Source: an optimization exercise on an open RTL-to-GDS flow (aim: small area, a short achievable clock period and few clock cycles per item). Production flows keep margins and buffers that such runs may drop.
Where RTL was checked, it was by simulation tests only, not by an equivalence proof against the original.
Function not checked in run 3: the RTL went through the layout flow alone.
Power figures rest on the tool's default switching activity, not on a simulated workload.

File: flow/design.v
module melendez_mult (rst, clk, multiplier, multiplicand, product, done);
  input rst, clk;
  input [31:0] multiplier, multiplicand;
  output [63:0] product;
  output done;
  reg [2:0] cnt;           
  reg done_q;                   
  reg first_q;                  
  reg [3:0] dig_q;           
  reg [31:0] s_q;           
  reg [30:0] c_q;           
  reg [3:0] pa_q;           
  reg [3:0] pb_q;           
  reg lc_q;                     
  reg [27:0] lo_q;          
  assign done = done_q;
  wire [31:0] mpad = multiplier;
  wire [3:0] dig = first_q ? multiplier[3:0] : dig_q;
  reg [3:0] dig_next;
  always @(*)
    case (cnt)
      0: dig_next = mpad[7:4];
      1: dig_next = mpad[11:8];
      2: dig_next = mpad[15:12];
      3: dig_next = mpad[19:16];
      4: dig_next = mpad[23:20];
      5: dig_next = mpad[27:24];
      6: dig_next = mpad[31:28];
      default: dig_next = 4'd0;
    endcase
  wire [31:0] s_in = s_q & {32{~first_q}};
  wire [30:0] c_in = c_q & {31{~first_q}};
  wire [31:0] pp0 = multiplicand & {32{dig[0]}};
  wire [31:0] pp1 = multiplicand & {32{dig[1]}};
  wire [31:0] pp2 = multiplicand & {32{dig[2]}};
  wire [31:0] pp3 = multiplicand & {32{dig[3]}};
  wire hs1;
  wire hc2;
  wire fs3;
  wire fc4;
  wire hs5;
  wire hc6;
  wire fs7;
  wire fc8;
  wire fs9;
  wire fc10;
  wire fs11;
  wire fc12;
  wire fs13;
  wire fc14;
  wire fs15;
  wire fc16;
  wire fs17;
  wire fc18;
  wire fs19;
  wire fc20;
  wire fs21;
  wire fc22;
  wire fs23;
  wire fc24;
  wire fs25;
  wire fc26;
  wire fs27;
  wire fc28;
  wire fs29;
  wire fc30;
  wire fs31;
  wire fc32;
  wire fs33;
  wire fc34;
  wire fs35;
  wire fc36;
  wire fs37;
  wire fc38;
  wire fs39;
  wire fc40;
  wire fs41;
  wire fc42;
  wire fs43;
  wire fc44;
  wire fs45;
  wire fc46;
  wire fs47;
  wire fc48;
  wire fs49;
  wire fc50;
  wire fs51;
  wire fc52;
  wire fs53;
  wire fc54;
  wire fs55;
  wire fc56;
  wire fs57;
  wire fc58;
  wire fs59;
  wire fc60;
  wire fs61;
  wire fc62;
  wire fs63;
  wire fc64;
  wire fs65;
  wire fc66;
  wire fs67;
  wire fc68;
  wire fs69;
  wire fc70;
  wire fs71;
  wire fc72;
  wire fs73;
  wire fc74;
  wire fs75;
  wire fc76;
  wire fs77;
  wire fc78;
  wire fs79;
  wire fc80;
  wire fs81;
  wire fc82;
  wire fs83;
  wire fc84;
  wire fs85;
  wire fc86;
  wire fs87;
  wire fc88;
  wire fs89;
  wire fc90;
  wire fs91;
  wire fc92;
  wire fs93;
  wire fc94;
  wire fs95;
  wire fc96;
  wire fs97;
  wire fc98;
  wire fs99;
  wire fc100;
  wire fs101;
  wire fc102;
  wire fs103;
  wire fc104;
  wire fs105;
  wire fc106;
  wire fs107;
  wire fc108;
  wire fs109;
  wire fc110;
  wire fs111;
  wire fc112;
  wire fs113;
  wire fc114;
  wire fs115;
  wire fc116;
  wire hs117;
  wire hc118;
  wire hs119;
  wire hc120;
  wire hs121;
  wire hc122;
  wire fs123;
  wire fc124;
  wire fs125;
  wire fc126;
  wire fs127;
  wire fc128;
  wire fs129;
  wire fc130;
  wire fs131;
  wire fc132;
  wire fs133;
  wire fc134;
  wire fs135;
  wire fc136;
  wire fs137;
  wire fc138;
  wire fs139;
  wire fc140;
  wire fs141;
  wire fc142;
  wire fs143;
  wire fc144;
  wire fs145;
  wire fc146;
  wire fs147;
  wire fc148;
  wire fs149;
  wire fc150;
  wire fs151;
  wire fc152;
  wire fs153;
  wire fc154;
  wire fs155;
  wire fc156;
  wire fs157;
  wire fc158;
  wire fs159;
  wire fc160;
  wire fs161;
  wire fc162;
  wire fs163;
  wire fc164;
  wire fs165;
  wire fc166;
  wire fs167;
  wire fc168;
  wire fs169;
  wire fc170;
  wire fs171;
  wire fc172;
  wire fs173;
  wire fc174;
  wire fs175;
  wire fc176;
  wire fs177;
  wire fc178;
  wire fs179;
  wire fc180;
  wire fs181;
  wire fc182;
  wire fs183;
  wire fc184;
  wire hs185;
  wire hc186;
  wire hs187;
  wire hc188;
  wire fs189;
  wire fc190;
  wire fs191;
  wire fc192;
  wire fs193;
  wire fc194;
  wire fs195;
  wire fc196;
  wire fs197;
  wire fc198;
  wire fs199;
  wire fc200;
  wire fs201;
  wire fc202;
  wire fs203;
  wire fc204;
  wire fs205;
  wire fc206;
  wire fs207;
  wire fc208;
  wire fs209;
  wire fc210;
  wire fs211;
  wire fc212;
  wire fs213;
  wire fc214;
  wire fs215;
  wire fc216;
  wire fs217;
  wire fc218;
  wire fs219;
  wire fc220;
  wire fs221;
  wire fc222;
  wire fs223;
  wire fc224;
  wire fs225;
  wire fc226;
  wire fs227;
  wire fc228;
  wire fs229;
  wire fc230;
  wire fs231;
  wire fc232;
  wire fs233;
  wire fc234;
  wire fs235;
  wire fc236;
  wire fs237;
  wire fc238;
  wire fs239;
  wire fc240;
  wire fs241;
  wire fc242;
  wire fs243;
  wire fc244;
  wire fs245;
  wire fc246;
  wire fs247;
  wire fc248;
  wire fs249;
  wire fc250;
  wire fs251;
  wire fc252;
  wire fs253;
  wire fc254;
  wire hs255;
  wire hc256;
  mm_ha u_hs1 (.a(s_in[2]), .b(c_in[2]), .s(hs1), .co(hc2));
  mm_fa u_fs3 (.a(s_in[3]), .b(c_in[3]), .c(pp0[3]), .s(fs3), .co(fc4));
  mm_ha u_hs5 (.a(pp1[2]), .b(pp2[1]), .s(hs5), .co(hc6));
  mm_fa u_fs7 (.a(s_in[4]), .b(c_in[4]), .c(pp0[4]), .s(fs7), .co(fc8));
  mm_fa u_fs9 (.a(pp1[3]), .b(pp2[2]), .c(pp3[1]), .s(fs9), .co(fc10));
  mm_fa u_fs11 (.a(s_in[5]), .b(c_in[5]), .c(pp0[5]), .s(fs11), .co(fc12));
  mm_fa u_fs13 (.a(pp1[4]), .b(pp2[3]), .c(pp3[2]), .s(fs13), .co(fc14));
  mm_fa u_fs15 (.a(s_in[6]), .b(c_in[6]), .c(pp0[6]), .s(fs15), .co(fc16));
  mm_fa u_fs17 (.a(pp1[5]), .b(pp2[4]), .c(pp3[3]), .s(fs17), .co(fc18));
  mm_fa u_fs19 (.a(s_in[7]), .b(c_in[7]), .c(pp0[7]), .s(fs19), .co(fc20));
  mm_fa u_fs21 (.a(pp1[6]), .b(pp2[5]), .c(pp3[4]), .s(fs21), .co(fc22));
  mm_fa u_fs23 (.a(s_in[8]), .b(c_in[8]), .c(pp0[8]), .s(fs23), .co(fc24));
  mm_fa u_fs25 (.a(pp1[7]), .b(pp2[6]), .c(pp3[5]), .s(fs25), .co(fc26));
  mm_fa u_fs27 (.a(s_in[9]), .b(c_in[9]), .c(pp0[9]), .s(fs27), .co(fc28));
  mm_fa u_fs29 (.a(pp1[8]), .b(pp2[7]), .c(pp3[6]), .s(fs29), .co(fc30));
  mm_fa u_fs31 (.a(s_in[10]), .b(c_in[10]), .c(pp0[10]), .s(fs31), .co(fc32));
  mm_fa u_fs33 (.a(pp1[9]), .b(pp2[8]), .c(pp3[7]), .s(fs33), .co(fc34));
  mm_fa u_fs35 (.a(s_in[11]), .b(c_in[11]), .c(pp0[11]), .s(fs35), .co(fc36));
  mm_fa u_fs37 (.a(pp1[10]), .b(pp2[9]), .c(pp3[8]), .s(fs37), .co(fc38));
  mm_fa u_fs39 (.a(s_in[12]), .b(c_in[12]), .c(pp0[12]), .s(fs39), .co(fc40));
  mm_fa u_fs41 (.a(pp1[11]), .b(pp2[10]), .c(pp3[9]), .s(fs41), .co(fc42));
  mm_fa u_fs43 (.a(s_in[13]), .b(c_in[13]), .c(pp0[13]), .s(fs43), .co(fc44));
  mm_fa u_fs45 (.a(pp1[12]), .b(pp2[11]), .c(pp3[10]), .s(fs45), .co(fc46));
  mm_fa u_fs47 (.a(s_in[14]), .b(c_in[14]), .c(pp0[14]), .s(fs47), .co(fc48));
  mm_fa u_fs49 (.a(pp1[13]), .b(pp2[12]), .c(pp3[11]), .s(fs49), .co(fc50));
  mm_fa u_fs51 (.a(s_in[15]), .b(c_in[15]), .c(pp0[15]), .s(fs51), .co(fc52));
  mm_fa u_fs53 (.a(pp1[14]), .b(pp2[13]), .c(pp3[12]), .s(fs53), .co(fc54));
  mm_fa u_fs55 (.a(s_in[16]), .b(c_in[16]), .c(pp0[16]), .s(fs55), .co(fc56));
  mm_fa u_fs57 (.a(pp1[15]), .b(pp2[14]), .c(pp3[13]), .s(fs57), .co(fc58));
  mm_fa u_fs59 (.a(s_in[17]), .b(c_in[17]), .c(pp0[17]), .s(fs59), .co(fc60));
  mm_fa u_fs61 (.a(pp1[16]), .b(pp2[15]), .c(pp3[14]), .s(fs61), .co(fc62));
  mm_fa u_fs63 (.a(s_in[18]), .b(c_in[18]), .c(pp0[18]), .s(fs63), .co(fc64));
  mm_fa u_fs65 (.a(pp1[17]), .b(pp2[16]), .c(pp3[15]), .s(fs65), .co(fc66));
  mm_fa u_fs67 (.a(s_in[19]), .b(c_in[19]), .c(pp0[19]), .s(fs67), .co(fc68));
  mm_fa u_fs69 (.a(pp1[18]), .b(pp2[17]), .c(pp3[16]), .s(fs69), .co(fc70));
  mm_fa u_fs71 (.a(s_in[20]), .b(c_in[20]), .c(pp0[20]), .s(fs71), .co(fc72));
  mm_fa u_fs73 (.a(pp1[19]), .b(pp2[18]), .c(pp3[17]), .s(fs73), .co(fc74));
  mm_fa u_fs75 (.a(s_in[21]), .b(c_in[21]), .c(pp0[21]), .s(fs75), .co(fc76));
  mm_fa u_fs77 (.a(pp1[20]), .b(pp2[19]), .c(pp3[18]), .s(fs77), .co(fc78));
  mm_fa u_fs79 (.a(s_in[22]), .b(c_in[22]), .c(pp0[22]), .s(fs79), .co(fc80));
  mm_fa u_fs81 (.a(pp1[21]), .b(pp2[20]), .c(pp3[19]), .s(fs81), .co(fc82));
  mm_fa u_fs83 (.a(s_in[23]), .b(c_in[23]), .c(pp0[23]), .s(fs83), .co(fc84));
  mm_fa u_fs85 (.a(pp1[22]), .b(pp2[21]), .c(pp3[20]), .s(fs85), .co(fc86));
  mm_fa u_fs87 (.a(s_in[24]), .b(c_in[24]), .c(pp0[24]), .s(fs87), .co(fc88));
  mm_fa u_fs89 (.a(pp1[23]), .b(pp2[22]), .c(pp3[21]), .s(fs89), .co(fc90));
  mm_fa u_fs91 (.a(s_in[25]), .b(c_in[25]), .c(pp0[25]), .s(fs91), .co(fc92));
  mm_fa u_fs93 (.a(pp1[24]), .b(pp2[23]), .c(pp3[22]), .s(fs93), .co(fc94));
  mm_fa u_fs95 (.a(s_in[26]), .b(c_in[26]), .c(pp0[26]), .s(fs95), .co(fc96));
  mm_fa u_fs97 (.a(pp1[25]), .b(pp2[24]), .c(pp3[23]), .s(fs97), .co(fc98));
  mm_fa u_fs99 (.a(s_in[27]), .b(c_in[27]), .c(pp0[27]), .s(fs99), .co(fc100));
  mm_fa u_fs101 (.a(pp1[26]), .b(pp2[25]), .c(pp3[24]), .s(fs101), .co(fc102));
  mm_fa u_fs103 (.a(s_in[28]), .b(c_in[28]), .c(pp0[28]), .s(fs103), .co(fc104));
  mm_fa u_fs105 (.a(pp1[27]), .b(pp2[26]), .c(pp3[25]), .s(fs105), .co(fc106));
  mm_fa u_fs107 (.a(s_in[29]), .b(c_in[29]), .c(pp0[29]), .s(fs107), .co(fc108));
  mm_fa u_fs109 (.a(pp1[28]), .b(pp2[27]), .c(pp3[26]), .s(fs109), .co(fc110));
  mm_fa u_fs111 (.a(s_in[30]), .b(c_in[30]), .c(pp0[30]), .s(fs111), .co(fc112));
  mm_fa u_fs113 (.a(pp1[29]), .b(pp2[28]), .c(pp3[27]), .s(fs113), .co(fc114));
  mm_fa u_fs115 (.a(s_in[31]), .b(pp0[31]), .c(pp1[30]), .s(fs115), .co(fc116));
  mm_ha u_hs117 (.a(pp2[29]), .b(pp3[28]), .s(hs117), .co(hc118));
  mm_ha u_hs119 (.a(pp1[31]), .b(pp2[30]), .s(hs119), .co(hc120));
  mm_ha u_hs121 (.a(s_in[1]), .b(c_in[1]), .s(hs121), .co(hc122));
  mm_fa u_fs123 (.a(pp0[2]), .b(pp1[1]), .c(pp2[0]), .s(fs123), .co(fc124));
  mm_fa u_fs125 (.a(pp3[0]), .b(fs3), .c(hs5), .s(fs125), .co(fc126));
  mm_fa u_fs127 (.a(fs7), .b(fs9), .c(fc4), .s(fs127), .co(fc128));
  mm_fa u_fs129 (.a(fs11), .b(fs13), .c(fc8), .s(fs129), .co(fc130));
  mm_fa u_fs131 (.a(fs15), .b(fs17), .c(fc12), .s(fs131), .co(fc132));
  mm_fa u_fs133 (.a(fs19), .b(fs21), .c(fc16), .s(fs133), .co(fc134));
  mm_fa u_fs135 (.a(fs23), .b(fs25), .c(fc20), .s(fs135), .co(fc136));
  mm_fa u_fs137 (.a(fs27), .b(fs29), .c(fc24), .s(fs137), .co(fc138));
  mm_fa u_fs139 (.a(fs31), .b(fs33), .c(fc28), .s(fs139), .co(fc140));
  mm_fa u_fs141 (.a(fs35), .b(fs37), .c(fc32), .s(fs141), .co(fc142));
  mm_fa u_fs143 (.a(fs39), .b(fs41), .c(fc36), .s(fs143), .co(fc144));
  mm_fa u_fs145 (.a(fs43), .b(fs45), .c(fc40), .s(fs145), .co(fc146));
  mm_fa u_fs147 (.a(fs47), .b(fs49), .c(fc44), .s(fs147), .co(fc148));
  mm_fa u_fs149 (.a(fs51), .b(fs53), .c(fc48), .s(fs149), .co(fc150));
  mm_fa u_fs151 (.a(fs55), .b(fs57), .c(fc52), .s(fs151), .co(fc152));
  mm_fa u_fs153 (.a(fs59), .b(fs61), .c(fc56), .s(fs153), .co(fc154));
  mm_fa u_fs155 (.a(fs63), .b(fs65), .c(fc60), .s(fs155), .co(fc156));
  mm_fa u_fs157 (.a(fs67), .b(fs69), .c(fc64), .s(fs157), .co(fc158));
  mm_fa u_fs159 (.a(fs71), .b(fs73), .c(fc68), .s(fs159), .co(fc160));
  mm_fa u_fs161 (.a(fs75), .b(fs77), .c(fc72), .s(fs161), .co(fc162));
  mm_fa u_fs163 (.a(fs79), .b(fs81), .c(fc76), .s(fs163), .co(fc164));
  mm_fa u_fs165 (.a(fs83), .b(fs85), .c(fc80), .s(fs165), .co(fc166));
  mm_fa u_fs167 (.a(fs87), .b(fs89), .c(fc84), .s(fs167), .co(fc168));
  mm_fa u_fs169 (.a(fs91), .b(fs93), .c(fc88), .s(fs169), .co(fc170));
  mm_fa u_fs171 (.a(fs95), .b(fs97), .c(fc92), .s(fs171), .co(fc172));
  mm_fa u_fs173 (.a(fs99), .b(fs101), .c(fc96), .s(fs173), .co(fc174));
  mm_fa u_fs175 (.a(fs103), .b(fs105), .c(fc100), .s(fs175), .co(fc176));
  mm_fa u_fs177 (.a(fs107), .b(fs109), .c(fc104), .s(fs177), .co(fc178));
  mm_fa u_fs179 (.a(fs111), .b(fs113), .c(fc108), .s(fs179), .co(fc180));
  mm_fa u_fs181 (.a(fs115), .b(hs117), .c(fc112), .s(fs181), .co(fc182));
  mm_fa u_fs183 (.a(pp3[29]), .b(hs119), .c(fc116), .s(fs183), .co(fc184));
  mm_ha u_hs185 (.a(pp2[31]), .b(pp3[30]), .s(hs185), .co(hc186));
  mm_ha u_hs187 (.a(s_in[0]), .b(c_in[0]), .s(hs187), .co(hc188));
  mm_fa u_fs189 (.a(pp0[1]), .b(pp1[0]), .c(hs121), .s(fs189), .co(fc190));
  mm_fa u_fs191 (.a(hs1), .b(fs123), .c(hc122), .s(fs191), .co(fc192));
  mm_fa u_fs193 (.a(hc2), .b(fs125), .c(fc124), .s(fs193), .co(fc194));
  mm_fa u_fs195 (.a(hc6), .b(fs127), .c(fc126), .s(fs195), .co(fc196));
  mm_fa u_fs197 (.a(fc10), .b(fs129), .c(fc128), .s(fs197), .co(fc198));
  mm_fa u_fs199 (.a(fc14), .b(fs131), .c(fc130), .s(fs199), .co(fc200));
  mm_fa u_fs201 (.a(fc18), .b(fs133), .c(fc132), .s(fs201), .co(fc202));
  mm_fa u_fs203 (.a(fc22), .b(fs135), .c(fc134), .s(fs203), .co(fc204));
  mm_fa u_fs205 (.a(fc26), .b(fs137), .c(fc136), .s(fs205), .co(fc206));
  mm_fa u_fs207 (.a(fc30), .b(fs139), .c(fc138), .s(fs207), .co(fc208));
  mm_fa u_fs209 (.a(fc34), .b(fs141), .c(fc140), .s(fs209), .co(fc210));
  mm_fa u_fs211 (.a(fc38), .b(fs143), .c(fc142), .s(fs211), .co(fc212));
  mm_fa u_fs213 (.a(fc42), .b(fs145), .c(fc144), .s(fs213), .co(fc214));
  mm_fa u_fs215 (.a(fc46), .b(fs147), .c(fc146), .s(fs215), .co(fc216));
  mm_fa u_fs217 (.a(fc50), .b(fs149), .c(fc148), .s(fs217), .co(fc218));
  mm_fa u_fs219 (.a(fc54), .b(fs151), .c(fc150), .s(fs219), .co(fc220));
  mm_fa u_fs221 (.a(fc58), .b(fs153), .c(fc152), .s(fs221), .co(fc222));
  mm_fa u_fs223 (.a(fc62), .b(fs155), .c(fc154), .s(fs223), .co(fc224));
  mm_fa u_fs225 (.a(fc66), .b(fs157), .c(fc156), .s(fs225), .co(fc226));
  mm_fa u_fs227 (.a(fc70), .b(fs159), .c(fc158), .s(fs227), .co(fc228));
  mm_fa u_fs229 (.a(fc74), .b(fs161), .c(fc160), .s(fs229), .co(fc230));
  mm_fa u_fs231 (.a(fc78), .b(fs163), .c(fc162), .s(fs231), .co(fc232));
  mm_fa u_fs233 (.a(fc82), .b(fs165), .c(fc164), .s(fs233), .co(fc234));
  mm_fa u_fs235 (.a(fc86), .b(fs167), .c(fc166), .s(fs235), .co(fc236));
  mm_fa u_fs237 (.a(fc90), .b(fs169), .c(fc168), .s(fs237), .co(fc238));
  mm_fa u_fs239 (.a(fc94), .b(fs171), .c(fc170), .s(fs239), .co(fc240));
  mm_fa u_fs241 (.a(fc98), .b(fs173), .c(fc172), .s(fs241), .co(fc242));
  mm_fa u_fs243 (.a(fc102), .b(fs175), .c(fc174), .s(fs243), .co(fc244));
  mm_fa u_fs245 (.a(fc106), .b(fs177), .c(fc176), .s(fs245), .co(fc246));
  mm_fa u_fs247 (.a(fc110), .b(fs179), .c(fc178), .s(fs247), .co(fc248));
  mm_fa u_fs249 (.a(fc114), .b(fs181), .c(fc180), .s(fs249), .co(fc250));
  mm_fa u_fs251 (.a(hc118), .b(fs183), .c(fc182), .s(fs251), .co(fc252));
  mm_fa u_fs253 (.a(hc120), .b(hs185), .c(fc184), .s(fs253), .co(fc254));
  mm_ha u_hs255 (.a(pp3[31]), .b(hc186), .s(hs255), .co(hc256));
  wire [3:0] pa_new = {fs193, fs191, fs189, pp0[0]};
  wire [3:0] pb_new = {fc192, fc190, hc188, hs187};
  wire [31:0] s_new = {hc256, hs255, fs253, fs251, fs249, fs247, fs245, fs243, fs241, fs239, fs237, fs235, fs233, fs231, fs229, fs227, fs225, fs223, fs221, fs219, fs217, fs215, fs213, fs211, fs209, fs207, fs205, fs203, fs201, fs199, fs197, fs195};
  wire [31:0] c_new = {1'b0, fc254, fc252, fc250, fc248, fc246, fc244, fc242, fc240, fc238, fc236, fc234, fc232, fc230, fc228, fc226, fc224, fc222, fc220, fc218, fc216, fc214, fc212, fc210, fc208, fc206, fc204, fc202, fc200, fc198, fc196, fc194};
  wire [4:0] lo_sum = {pa_q[3], pa_q[2], pa_q[1], pa_q[0]} + {pb_q[3], pb_q[2], pb_q[1], pb_q[0]} + lc_q;
  wire [36:0] hi_a = {{s_q[31], s_q[30], s_q[29], s_q[28], s_q[27], s_q[26], s_q[25], s_q[24], s_q[23], s_q[22], s_q[21], s_q[20], s_q[19], s_q[18], s_q[17], s_q[16], s_q[15], s_q[14], s_q[13], s_q[12], s_q[11], s_q[10], s_q[9], s_q[8], s_q[7], s_q[6], s_q[5], s_q[4], s_q[3], s_q[2], s_q[1], s_q[0]}, {pa_q[3], pa_q[2], pa_q[1], pa_q[0]}, lc_q};
  wire [36:0] hi_b = {{1'b0, c_q[30], c_q[29], c_q[28], c_q[27], c_q[26], c_q[25], c_q[24], c_q[23], c_q[22], c_q[21], c_q[20], c_q[19], c_q[18], c_q[17], c_q[16], c_q[15], c_q[14], c_q[13], c_q[12], c_q[11], c_q[10], c_q[9], c_q[8], c_q[7], c_q[6], c_q[5], c_q[4], c_q[3], c_q[2], c_q[1], c_q[0]}, {pb_q[3], pb_q[2], pb_q[1], pb_q[0]}, lc_q};
  wire [36:0] hi_sum = hi_a + hi_b;
  assign product = {hi_sum[36:1], lo_q};
  always @(posedge clk) begin
    first_q <= rst;
    dig_q <= dig_next;
    if (rst) begin
      cnt <= 0;
      done_q <= 1'b0;
    end else if (!done_q) begin
      cnt <= cnt + 1'b1;
      done_q <= (cnt == 7);
    end
  end
  always @(posedge clk)
    if (!done_q) begin
      s_q[0] <= s_new[0];
      c_q[0] <= c_new[0];
      s_q[1] <= s_new[1];
      c_q[1] <= c_new[1];
      s_q[2] <= s_new[2];
      c_q[2] <= c_new[2];
      s_q[3] <= s_new[3];
      c_q[3] <= c_new[3];
      s_q[4] <= s_new[4];
      c_q[4] <= c_new[4];
      s_q[5] <= s_new[5];
      c_q[5] <= c_new[5];
      s_q[6] <= s_new[6];
      c_q[6] <= c_new[6];
      s_q[7] <= s_new[7];
      c_q[7] <= c_new[7];
      s_q[8] <= s_new[8];
      c_q[8] <= c_new[8];
      s_q[9] <= s_new[9];
      c_q[9] <= c_new[9];
      s_q[10] <= s_new[10];
      c_q[10] <= c_new[10];
      s_q[11] <= s_new[11];
      c_q[11] <= c_new[11];
      s_q[12] <= s_new[12];
      c_q[12] <= c_new[12];
      s_q[13] <= s_new[13];
      c_q[13] <= c_new[13];
      s_q[14] <= s_new[14];
      c_q[14] <= c_new[14];
      s_q[15] <= s_new[15];
      c_q[15] <= c_new[15];
      s_q[16] <= s_new[16];
      c_q[16] <= c_new[16];
      s_q[17] <= s_new[17];
      c_q[17] <= c_new[17];
      s_q[18] <= s_new[18];
      c_q[18] <= c_new[18];
      s_q[19] <= s_new[19];
      c_q[19] <= c_new[19];
      s_q[20] <= s_new[20];
      c_q[20] <= c_new[20];
      s_q[21] <= s_new[21];
      c_q[21] <= c_new[21];
      s_q[22] <= s_new[22];
      c_q[22] <= c_new[22];
      s_q[23] <= s_new[23];
      c_q[23] <= c_new[23];
      s_q[24] <= s_new[24];
      c_q[24] <= c_new[24];
      s_q[25] <= s_new[25];
      c_q[25] <= c_new[25];
      s_q[26] <= s_new[26];
      c_q[26] <= c_new[26];
      s_q[27] <= s_new[27];
      c_q[27] <= c_new[27];
      s_q[28] <= s_new[28];
      c_q[28] <= c_new[28];
      s_q[29] <= s_new[29];
      c_q[29] <= c_new[29];
      s_q[30] <= s_new[30];
      c_q[30] <= c_new[30];
      s_q[31] <= s_new[31];
      pa_q[0] <= pa_new[0];
      pb_q[0] <= pb_new[0];
      pa_q[1] <= pa_new[1];
      pb_q[1] <= pb_new[1];
      pa_q[2] <= pa_new[2];
      pb_q[2] <= pb_new[2];
      pa_q[3] <= pa_new[3];
      pb_q[3] <= pb_new[3];
      lc_q <= first_q ? 1'b0 : lo_sum[4];
      case (cnt)
        1: lo_q[3:0] <= lo_sum[3:0];
        2: lo_q[7:4] <= lo_sum[3:0];
        3: lo_q[11:8] <= lo_sum[3:0];
        4: lo_q[15:12] <= lo_sum[3:0];
        5: lo_q[19:16] <= lo_sum[3:0];
        6: lo_q[23:20] <= lo_sum[3:0];
        7: lo_q[27:24] <= lo_sum[3:0];
        default: ;
      endcase
    end
endmodule
module mm_fa (a, b, c, s, co);
  input a, b, c;
  output s, co;
  assign s = a ^ b ^ c;
  assign co = (a & b) | (a & c) | (b & c);
endmodule
module mm_ha (a, b, s, co);
  input a, b;
  output s, co;
  assign s = a ^ b;
  assign co = a & b;
endmodule
File: flow/run.sh
#!/bin/bash
# synth_recipe.tcl (not shown) runs the flow's synth.tcl, then flattens the netlist and writes it again
# the make line also repeats each setting of config.mk as NAME=value (left out here)
make -C /OpenROAD-flow-scripts/flow DESIGN_CONFIG=/design/flow/config.mk WORK_HOME=/design/flow/orfs CLKGATE_MAP_FILE= SYNTH_SCRIPT=/design/flow/synth_recipe.tcl finish
File: flow/config.mk
export PLATFORM = sky130hd
export DESIGN_NAME = melendez_mult
export DESIGN_NICKNAME = melendez_mult
export VERILOG_FILES = /design/flow/design.v
export SDC_FILE = /design/flow/constraint.sdc
export NUM_CORES = 4
export LEC_CHECK = 0
export CAP_MARGIN = 20
export CORE_MARGIN = 2
export CORE_UTILIZATION = 40
export SETUP_SLACK_MARGIN = 1.5
export SLEW_MARGIN = 20
export SYNTH_HIERARCHICAL = 1
export SYNTH_MINIMUM_KEEP_SIZE = 0
File: flow/constraint.sdc
create_clock -name core_clock -period 5.0 [get_ports {clk}]
set_input_delay 1.0000 -clock core_clock [delete_from_list [all_inputs] [get_ports {clk}]]
set_output_delay 1.0000 -clock core_clock [all_outputs]
set_load 0.01 [all_outputs]
==> results.txt, run 1 <==
register area share after synthesis=between 30% and 40%; HPWL Detailed=approximately 17000 um; Core Region=around 23000 um^2; initial drt markers=326; adder-cell share of the synthesized area=around 32%; Vias=roughly 6.7k; Mapped Cells=820; first-pass GRT wire length=~37000 um; Die Ht=158 um; CP arrival=~3 ns; Slew @ Worst Pin=about 0.82 ns; nets@finish=roughly 1.2k; max-cap violations=0; P&R area growth vs syn=32.0%; drt wl/cell=~18 um; crit path capture type=output pin; WP data required=~4.0 ns; Final min period=4.02 ns; top cell type's share of synthesized area=a little under a third; fin. max-slew vios=0; CTS Buf Count=9; hold bufs inserted after CTS=0; Syn Std Cell Area=about 9500 um^2; Fin Hold WS=between 0.5 and 0.6 ns; register area=about 3200 um^2; vias in the first global route=6946; Lkg Pwr=around 5.1 nW; post-synthesis mux area share=less than 1%; # diodes=0; yosys warns=7; Worst-Skew Late Latency=roughly 0.37 ns; worst hold path type=flip-flop to flip-flop; count of final setup violators=0; DR pass1 iterations=4; Layout fillers=~2.1k; synth top area cells=edfxtp_1 (32%), fa_1 (26%), nor2b_1 (13%); Synth Register Bits=109; outcome=finished clean; RSZ-0062 raised after global routing=true; H-tree lvl count=3; CTS root buf=clkbuf_16; Layout Skew=0.0103 ns; async set-reset flop share out of synthesis=0%; post-synthesis compound-gate area fraction=9.57%; Final Hold Fails=0; grt ovf=0; worst rel slew slack=about 45%; wirelength, routed=between 20000 and 25000 um; number of synthesized flops with an enable pin=100; share of cells above drive strength 1=between 20% and 30%; crit-path max FO=6; multi-input logic area=6800 um^2; num rows=56; most frequent cell after synthesis=nor2b_1; clk buf depth=2; Syn Nets=between 1k and 1.5k; largest net degree at the start of global routing=63; Setup TNS Final=0 ns; clock sinks=roughly 110; synth cell count leaders=nor2b_1 (198), fa_1 (122), edfxtp_1 (100); top_reg_cell synth=edfxtp_1; Initial Util=40.6%; CTS tree=built; Port Buffers=130; PwrDens=605 nW/um^2; all-layer global routing usage=between 10% and 20%; placer congestion estimate=around 0.85; DRC=0; post-DR vias/cell=5.12; Final period util=a little over 80%; Die ar.=about 25000 um^2; number of library cell types mapped by synthesis=61; power after layout=7.58 mW; initial antenna violation count=0; Max Freq=between 200 and 250 MHz; Worst-path clk slew=0.09 ns; die width=158 um; largest family of logic cells by synthesized area=adder cells; IO Count=about 130; post-synthesis xor/xnor area fraction=between 2 and 2.5%; peak supply drop=between 0.2 and 0.3 mV; final instance area=roughly 13000 um^2; dpl cell area=between 10000 and 15000 um^2; largest area contributor in the synthesized netlist=edfxtp_1; Syn Area/Cell=11.6 um^2; kind of critical path=flip-flop to output pin; CP startpoint kind=flip-flop; number of nets with antenna violations after routing=0; Simple-Gate Fraction of Synth Area=roughly a fifth
-- Yosys stat by module (local to each module, per instance) --
module / cells inside / times used / cell area [um^2]
mm_ha: 1 / 8 / 12.5
melendez_mult: 692 / 1 / 6990
mm_fa: 1 / 120 / 20.0
-- stage by stage --
stage | utilization (%) | setup slack (ns) | std cells
5_1_grt | 53.6 | 0.870 | 1301
3_3_place_gp | 47.7 | 0.865 | 1238
6_report | 53.6 | 0.979 | 1301
4_1_cts | 51.6 | 0.975 | 1286
3_5_place_dp | 47.7 | 0.815 | 1238
2_1_floorplan | - | 1.63 | 820
-- metal layers --
metal	up-vias	share of wire [%]	GRT usage (%)
met4	0	1.3	4.03
met3	18	4.0	2.57
met2	134	50	32.6
met5	-	0	0
li1	3147	-	-
met1	3364	45	26.1
-- what timing repair did --
| action | 4_1_cts | 5_1_grt |
|---|---|---|
| buffers inserted | 32 | 14 |
| hold endpoints to repair | 0 | 0 |
| resized for setup | 194 | 79 |
| setup endpoints to repair | 64 | 55 |
| pin swaps | 45 | 34 |
| cloned | 0 | 1 |
-- cell families after synthesis --
group	Yosys count
buffers and inverters	64
and+or+nand+nor	312
DFF	109
adders and majority gates	171
muxes	7
xor gates and xnor gates	27
AOI/OAI and AO/OA	130
-- where the power goes --
group | internal, mW | switching [mW] | leakage [nW]
Sequential | 1.50 | 0.179 | 1.14
Clock | 0.372 | 0.416 | 0.158
Combinational | 2.39 | 2.73 | 3.78
-- layout make-up --
class                           instances  share of cell area (%)
Multi-Input combinational cell        647                    54.2
Sequential cell                       109                    25.4
Timing Repair Buffer                  187                    13.8
Tap cell                              319                    3.18
Clock buffer                            9                    1.80
Clock inverter                          7                   0.849
Inverter                               23                   0.689
-- critical path, cell delays in order (launching register included) --
cell	delay [ns]
edfxtp_1	0.43
ha_4	0.33
a21o_1	0.17
a31oi_4	0.05
a211o_1	0.36
a2111oi_4	0.43
buf_4	0.19
nor2_1	0.05
o311ai_2	0.25
xnor2_1	0.20
buf_2	0.18
-- cell usage in the layout (no fill, tap or decap), types with 5 or more instances in the layout --
cell and instances:
ha_4 13, nand2_1 24, buf_2 23, dfxtp_1 8, a21o_1 12, nor3_2 6, o21a_1 5, nand3_1 6
ha_1 31, clkbuf_16 10, a21oi_1 28, o21ai_2 7, ha_2 5, xnor2_1 5, xnor2_2 8, buf_4 37
buf_6 18, and3_1 5, nor2b_1 188, inv_1 21, clkdlybuf4s50_1 100, o211ai_1 7, nand4_1 8, edfxtp_1 100
nor2b_2 9, a222oi_1 6, nor2_1 34, xor2_1 8, a21oi_2 6, o21ai_0 11, fa_1 120
-- path summary, 6_finish.rpt --
check,startpoint,to,slack [ns],cells past startpoint
min reg2reg,cnt[1],cnt[1],0.57,2
max reg2reg,first_q,s_q[0],1.80,5
min,cnt[1],cnt[1],0.57,2
max,pb_q[3],product[50],0.98,10
-- state kept, by name (all words and copies together), names as in the netlist --
register and flops:
s_q 32, c_q 31, lo_q 28, dig_q 4, pa_q 4, pb_q 4, cnt 3, done_q 1
first_q 1, lc_q 1
Testbench counts, summed over its fixed seeds: cycles 3,832, products 384.
==> inputs of run 2 (changes only) <==
==> flow/flow/run.sh (new file) <==
#!/bin/bash
set -euo pipefail
export BUFFER_PORTS_ARGS="-buffer_cell sky130_fd_sc_hd__buf_2"
bash standard.sh > standard_flow.log 2>&1
==> flow/standard.sh (new file) <==
#!/bin/bash
# synth_recipe.tcl (not shown) runs the flow's synth.tcl, then flattens the netlist and writes it again
# the make line also repeats each setting of config.mk as NAME=value (left out here)
make -C /OpenROAD-flow-scripts/flow DESIGN_CONFIG=/design/flow/config.mk WORK_HOME=/design/flow/orfs CLKGATE_MAP_FILE= SYNTH_SCRIPT=/design/flow/synth_recipe.tcl "${@:-finish}"
removed: flow/run.sh
==> run 2 against run 1 <==
  * First-iteration DRC count rose by 12%
  * Sequential power barely moved
  * Fmax rose by 1.2%
  * Design area fell by 9.8%
  * Combinational power fell by 14%
  * Via count fell by 0.92%
  * Synthesized cell count did not move
  * Sequential share of layout area rose by 2.8 points
  * Critical path depth fell by 1
  * Critical path type unchanged
  * Critical endpoint is now product[60]
  * Largest cell class unchanged
  * Largest power group unchanged
==> results.txt, run 2 <==
power after layout=between 6 and 7 mW; Synth Register Bits=109; placer congestion estimate=approximately 0.91; r2r endpoint=s_q[1]; kind of critical path=flip-flop to output pin; Layout Skew=~0.017 ns; P&R area growth vs syn=19.1%; CTS Buf Count=9; HPWL Detailed=17300 um; IO Count=131; synth cell count leaders=nor2b_1 (198), fa_1 (122), edfxtp_1 (100); Syn Std Cell Area=approximately 9500 um^2; Die Ht=158 um; Syn Nets=~1.1k; nets@finish=~1.2k; crit-path leading delay family=compound AO/OA/AOI/OAI gates; PwrDens=around 600 nW/um^2; max-cap violations=0; outcome=finished clean; num rows=56; Port Buffers=between 100 and 150; share of cells above drive strength 1=25.5%; Final period util=slightly below 80%; all-layer global routing usage=a little under a fifth; CP startpoint kind=flip-flop; Setup TNS Final=0 ns; WP data required=approximately 4 ns; die width=158 um; Final Hold Fails=0; top cell type's share of synthesized area=between 30% and 40%; # diodes=0; first-pass GRT wire length=35700 um; cell depth of the worst setup path=9; number of synthesized flops with an enable pin=100; crit-path max FO=8; yosys warns=7; async set-reset flop share out of synthesis=0%; Lkg Pwr=slightly below 5 nW; fin. max-slew vios=0; Initial Util=approximately two fifths; Reg2Reg Setup Slack=roughly 1.8 ns; Worst path max stage delay=about 0.42 ns; Slew @ Worst Pin=around 0.76 ns; initial drt markers=between 300 and 400; Vias=around 6.6k; Worst-Skew Late Latency=approximately 0.37 ns; Layout fillers=approximately 2.2k; most frequent cell after synthesis=nor2b_1; largest area contributor in the synthesized netlist=edfxtp_1; vias in the first global route=about 6.9k; Fin Hold WS=approximately 0.57 ns; Worst-path clk slew=0.09 ns; r2r startpoint=first_q; number of nets with antenna violations after routing=0; RSZ-0062 raised after global routing=true; register area share after synthesis=33.5%; reg2reg path depth=5; worst rel slew slack=49.5%; DRC=0; H-tree lvl count=3; Mapped Cells=820; max reg flops=32; CP arrival=~3 ns; drt wl/cell=~18 um; count of final setup violators=0; worst hold path type=flip-flop to flip-flop; Syn Area/Cell=between 10 and 15 um^2; crit path buf inv count=1; peak supply drop=about 0.26 mV; Final min period=a little under 4 ns; CTS root buf=clkbuf_16; post-DR vias/cell=between 5 and 6; Largest regs=s_q x32, c_q x31, lo_q x28; clock sinks=approximately 110; Max Freq=around 250 MHz; crit path capture type=output pin; initial antenna violation count=0; largest net degree at the start of global routing=65; Top reg by flops=s_q; Die ar.=between 20000 and 25000 um^2; wirelength, routed=about 22000 um; number of library cell types mapped by synthesis=61; synth top area cells=edfxtp_1 (32%), fa_1 (26%), nor2b_1 (13%); DR pass1 iterations=6; commonest cells after routing, fill and taps aside=nor2b_1 (197), buf_2 (128), fa_1 (121); hold bufs inserted after CTS=0; worst setup path startpoint=pb_q[3]; CTS tree=built; Core Region=~23000 um^2; CP max-delay cell=edfxtp_1; crit path capture=product[60]; clk buf depth=2; grt ovf=0; critical path, cell by cell=ha_4, a21o_1, a31oi_2, a211o_1, a2111oi_4, o21ai_4, a2111o_1, o311ai_2, buf_2; top_reg_cell synth=edfxtp_1; commonest non-fill, non-tap cell in the layout=nor2b_1
run 2: cell counts after synthesis:
Identical to the previous run, type by type.
run 2: timing repair:
item                                    4_1_cts  5_1_grt
gates resized for setup                      52       24
pin swaps                                    31        8
endpoints found under the setup margin       28       43
setup buffers                                13        8
run 2: per-stage QoR:
stage	utilization, %	cells	cell area [um^2]	setup slack [ns]
4_1_cts	47.5	1263	11100	1.00
2_1_floorplan	-	820	9490	1.63
5_1_grt	48.3	1271	11300	0.858
3_5_place_dp	44.7	1234	10500	1.11
6_report	48.3	1271	11300	1.03
3_3_place_gp	44.7	1234	10500	1.19
run 2: power by group:
group | internal [mW] | switching (mW)
Sequential | 1.50 | 0.170
Clock | 0.371 | 0.404
Combinational | 1.88 | 2.50
Total | 3.75 | 3.07
run 2: area by class of cell:
cell class	instances	area, um^2	area share [%]
Multi-Input combinational cell	647	6430	56.9
Sequential cell	109	3180	28.2
Inverter	23	86.3	0.764
Tap cell	319	399	3.53
Clock buffer	9	225	1.99
Clock inverter	7	101	0.897
Timing Repair Buffer	157	877	7.76
run 2: worst min path at each step:
| stage | to | cells after the start | start |
|---|---|---|---|
| detailed placement | cnt[1] | 2 | cnt[1] |
| floorplan | cnt[1] | 2 | cnt[1] |
| global route | cnt[1] | 2 | cnt[1] |
| finish | cnt[1] | 2 | cnt[1] |
| global placement | cnt[1] | 2 | cnt[1] |
| CTS | cnt[1] | 2 | cnt[1] |
run 2: modules after synthesis, one instance, submodules excluded:
module | cells inside | times used | cell area (um^2) | flops+latches
mm_ha | 1 | 8 | 12.5 | 0
mm_fa | 1 | 120 | 20.0 | 0
melendez_mult | 692 | 1 | 6990 | 109
run 2: worst reg2reg max path, stage by stage (launching register included):
cell     delay (ns)
dfxtp_2        0.50
buf_4          0.59
nor2b_1        0.21
fa_1           0.55
fa_1           0.61
fa_1           0.43
run 2: cell families (layout without fill, tap and decap cells):
group                      Yosys count  after routing  share of synthesized area (%)
AOI/OAI and AO/OA                  130            130                           9.57
DFF                                109            109                           33.5
adders and majority gates          171            171                           32.2
xor gates and xnor gates            27             27                           2.49
buffers and inverters               64            196                           2.73
and+or+nand+nor                    312            312                           18.7
muxes                                7              7                          0.765
run 2: layer usage:
layer / up-vias / part of all wire, % / GRT usage (%)
met5: - / 0 / 0
met3: 17 / 5.7 / 3.81
li1: 3083 / - / -
met2: 183 / 48 / 30.5
met1: 3319 / 45 / 25.7
met4: 0 / 1.2 / 4.46
==> inputs of run 3 (changes only) <==
--- a/flow/design.v
+++ b/flow/design.v
@@ -5,6 +5,7 @@
   output done;
   reg [2:0] cnt;           
   reg done_q;                   
+  reg last_q;                   
   reg first_q;                  
   reg [3:0] dig_q;           
   reg [31:0] s_q;           
@@ -426,20 +427,26 @@
   wire [36:0] hi_a = {{s_q[31], s_q[30], s_q[29], s_q[28], s_q[27], s_q[26], s_q[25], s_q[24], s_q[23], s_q[22], s_q[21], s_q[20], s_q[19], s_q[18], s_q[17], s_q[16], s_q[15], s_q[14], s_q[13], s_q[12], s_q[11], s_q[10], s_q[9], s_q[8], s_q[7], s_q[6], s_q[5], s_q[4], s_q[3], s_q[2], s_q[1], s_q[0]}, {pa_q[3], pa_q[2], pa_q[1], pa_q[0]}, lc_q};
   wire [36:0] hi_b = {{1'b0, c_q[30], c_q[29], c_q[28], c_q[27], c_q[26], c_q[25], c_q[24], c_q[23], c_q[22], c_q[21], c_q[20], c_q[19], c_q[18], c_q[17], c_q[16], c_q[15], c_q[14], c_q[13], c_q[12], c_q[11], c_q[10], c_q[9], c_q[8], c_q[7], c_q[6], c_q[5], c_q[4], c_q[3], c_q[2], c_q[1], c_q[0]}, {pb_q[3], pb_q[2], pb_q[1], pb_q[0]}, lc_q};
   wire [36:0] hi_sum = hi_a + hi_b;
-  assign product = {hi_sum[36:1], lo_q};
+  reg [35:0] hi_q;          
+  always @(posedge clk) hi_q <= hi_sum[36:1];
+  assign product = {hi_q, lo_q};
   always @(posedge clk) begin
     first_q <= rst;
     dig_q <= dig_next;
     if (rst) begin
       cnt <= 0;
       done_q <= 1'b0;
-    end else if (!done_q) begin
-      cnt <= cnt + 1'b1;
-      done_q <= (cnt == 7);
+      last_q <= 1'b0;
+    end else begin
+      done_q <= last_q;
+      if (!last_q) begin
+        cnt <= cnt + 1'b1;
+        last_q <= (cnt == 7);
+      end
     end
   end
   always @(posedge clk)
-    if (!done_q) begin
+    if (!last_q) begin
       s_q[0] <= s_new[0];
       c_q[0] <= c_new[0];
       s_q[1] <= s_new[1];
==> run 3 against run 2 <==
  * Still clean on timing, DRC and antenna
  * Die area rose by 9.3%
  * Core utilization fell by 1.7 points
  * Design area rose by 6.2%
  * Total power rose by 5.8%
  * Fmax rose by 25%
  * Sequential share of layout area rose by 4.5 points
  * Critical endpoint is now s_q[19]
  * Largest cell class unchanged
==> results.txt, run 3 <==
commonest cells after routing, fill and taps aside=nor2b_1 (198), buf_2 (130), fa_1 (122); Syn Std Cell Area=between 10000 and 15000 um^2; drt wl/cell=17.6 um; CTS tree=built; Net Sw Frac=a little over two fifths; Lkg Pwr=roughly 5.2 nW; first-pass GRT wire length=approximately 38000 um; largest net degree at the start of global routing=65; Final period util=between 60% and 70%; hold bufs inserted after CTS=0; register area share after synthesis=37.7%; num rows=between 50 and 60; peak supply drop=about 0.25 mV; commonest non-fill, non-tap cell in the layout=nor2b_1; nets@finish=roughly 1.2k; largest area contributor in the synthesized netlist=edfxtp_1; CP arrival=approximately 3.3 ns; initial antenna violation count=0; Final Hold Fails=0; register area=about 4000 um^2; # diodes=0; most used cell, CP=fa_1; crit-path leading delay family=adder cells; Int Power=about 4.2 mW; CP max-delay cell=fa_1; Max Freq=approximately 310 MHz; PostCTS Resize Cnt=0; DR pass1 iterations=7; crit path buf inv count=2; clock sinks=between 100 and 150; critical path, cell by cell=buf_2, mux2i_4, buf_4, nor2b_1, fa_1, fa_1, fa_1; CP startpoint kind=input pin; Worst path max stage delay=roughly 0.57 ns; die width=approximately 170 um; number of synthesized flops with an enable pin=100; Core Region=between 20000 and 30000 um^2; most frequent cell after synthesis=nor2b_1; clk buf depth=2; yosys warns=7; final instance area=around 12000 um^2; Layout fillers=between 2k and 2.5k; top cell type's share of synthesized area=between 20% and 30%; multi-input logic area=about 6300 um^2; Worst-Skew Late Latency=around 0.43 ns; Syn Nets=between 1k and 1.5k; NetSw=3.02 mW; synth cell count leaders=nor2b_1 (198), fa_1 (122), edfxtp_1 (100); clock share of power=a little under a fifth; H-tree lvl count=4; Flop pwr share=between 30% and 40%; async set-reset flop share out of synthesis=0%; synth top area cells=edfxtp_1 (29%), fa_1 (23%), nor2b_1 (12%); crit-path max FO=32; fin. max-slew vios=0; Setup TNS Final=0 ns; post-DR vias/cell=roughly 5; crit path capture type=flip-flop; IO Count=between 100 and 150; Worst-path clk slew=around 0.07 ns; max-cap violations=0; Combinational Power Share=51.9%; Slew @ Worst Pin=0.855 ns; Die Ht=about 170 um; share of cells above drive strength 1=19.1%; top_reg_cell synth=edfxtp_1; max reg flops=36; placer congestion estimate=around 0.8; Final min period=between 3 and 4 ns; Mapped Cells=slightly below 900; count of final setup violators=0; WP data required=5.16 ns; Layout Skew=0.00956 ns; dpl cell area=~11000 um^2; RSZ-0062 raised after global routing=false; outcome=finished clean; Vias=between 6k and 7k; Syn Area/Cell=approximately 12 um^2; HPWL Detailed=roughly 18000 um; postcts setup bufs=0; DRC=0; Port Buffers=130; Initial Util=between 40% and 50%; Largest regs=hi_q x36, s_q x32, c_q x31; all-layer global routing usage=between 10% and 20%; P&R area growth vs syn=15.5%; worst rel slew slack=approximately 43%; worst hold path type=flip-flop to flip-flop; grt ovf=0; number of nets with antenna violations after routing=0; Die ar.=27300 um^2; PwrDens=601 nW/um^2; Synth Register Bits=~150; vias in the first global route=approximately 7.2k; number of library cell types mapped by synthesis=61; kind of critical path=input pin to flip-flop; Top reg by flops=hi_q; CTS Buf Count=17; CTS root buf=clkbuf_16; wirelength, routed=between 20000 and 25000 um; initial drt markers=around 410
-- run 3: cell count changes after synthesis, moves of 4 or more --
cell and change:
dfxtp_1 +37, a21oi_1 +11, o21ai_0 -7, a21o_1 +6
and3_1 +6, inv_1 -6, nor2_1 -5, nor3_1 -5
o211ai_1 -5, xnor2_1 +5, clkbuf_1 +4, o21ai_1 +4
-- run 3: power by group through the flow --
stage / Combinational (mW) / Clock [mW] / Sequential (mW)
floorplan: 2.61 / 0 / 2.20
global placement: 3.69 / 0 / 2.19
detailed placement: 3.75 / 0 / 2.20
CTS: 3.79 / 1.34 / 2.17
global route: 4.24 / 1.39 / 2.21
finish: 3.75 / 1.31 / 2.17
-- run 3: worst paths after layout --
check | start | to | slack [ns] | cells after the start
max | multiplier[1] | s_q[19] | 1.82 | 7
min | s_q[31] | hi_q[35] | 0.56 | 1
max reg2reg | first_q | s_q[19] | 1.84 | 5
min reg2reg | s_q[31] | hi_q[35] | 0.56 | 1
-- run 3: per-module statistics from Yosys, one instance, submodules excluded --
module         copies in the design  cell area [um^2]
mm_fa                           120              20.0
mm_ha                             8              12.5
melendez_mult                     1              7900
-- run 3: worst reg2reg max path, stage by stage (launching register included) --
cell and delay (ns):
dfxtp_2 0.49, buf_4 0.60, nor2b_1 0.19, fa_1 0.54, fa_1 0.61, fa_1 0.47
-- run 3: logic make-up (layout without fill, tap and decap cells) --
kind of cell / count (synthesis) / count (layout) / synth area share [%]
buffers and inverters: 58 / 185 / 2.21
adders and majority gates: 171 / 171 / 29.4
xor gates and xnor gates: 32 / 32 / 2.70
DFF: 146 / 146 / 37.7
AOI/OAI and AO/OA: 147 / 147 / 10.2
muxes: 7 / 7 / 0.698
and+or+nand+nor: 312 / 312 / 17.1
-- run 3: metrics by stage --
step           setup slack [ns]  total power, mW  hold slack (ns)  utilization [%]  std cells
2_1_floorplan              1.63             4.82            0.447                -        873
3_3_place_gp               1.39             5.89            0.546             44.2       1303
3_5_place_dp               1.39             5.95            0.549             44.2       1303
4_1_cts                    1.83             7.30            0.559             46.6       1335
5_1_grt                    1.71             7.84            0.590             46.6       1335
6_report                   1.82             7.22            0.556             46.6       1335
-- run 3: cell type report --
cell class | instances | share of cell area, %
Multi-Input combinational cell | 669 | 52.4
Sequential cell | 146 | 32.7
Timing Repair Buffer | 136 | 5.79
Clock buffer | 17 | 3.54
Tap cell | 335 | 3.49
Clock inverter | 15 | 1.55
Inverter | 17 | 0.531
-- run 3: routing by layer --
metal  wire length, um  global-route usage, %  share of wire [%]  vias to the layer above
met5                 0                      0                  0                        -
met3               897                   3.05                3.8                       16
met2             11400                   29.7                 48                      140
li1                  -                      -                  -                     3259
met4               259                   4.70                1.1                        0
met1             10900                   25.1                 47                     3424

separate check: timing with driven ports:
How much do the figures lean on ideal ports? The routed layouts below were timed once more, with nothing changed but the port constraints.
Step 1 (the two cells are an assumption about what drives the block):
set clk [get_ports {clk}]
set_driving_cell -lib_cell sky130_fd_sc_hd__clkbuf_16 $clk
set_driving_cell -lib_cell sky130_fd_sc_hd__buf_2 [delete_from_list [all_inputs] $clk]
Step 2 times the ports against the registers' clock, not the clock port: input delays grow and output delays shrink by t, the midpoint of the rising clock arrivals with the driver on.
a / b / c = ideal / step 1 / step 2; a / b = the first two.
run	t, ns	setup WS [ns]	hold slack, ns	worst slew at a driven data input, ns
run 1	0.415	0.979 / 0.930 / 1.099	0.567 / 0.567 / 0.567	0.05
run 2	0.409	1.025 / 0.979 / 1.389	0.570 / 0.570 / 0.570	0.05
run 3	0.476	1.819 / 1.836 / 1.369	0.556 / 0.556 / 0.556	0.04
After both steps setup and hold are still met in every run listed. For run 3, which loses most, drivers alone change the setup slack by +0.017 ns; drivers and shift together by -0.450 ns.
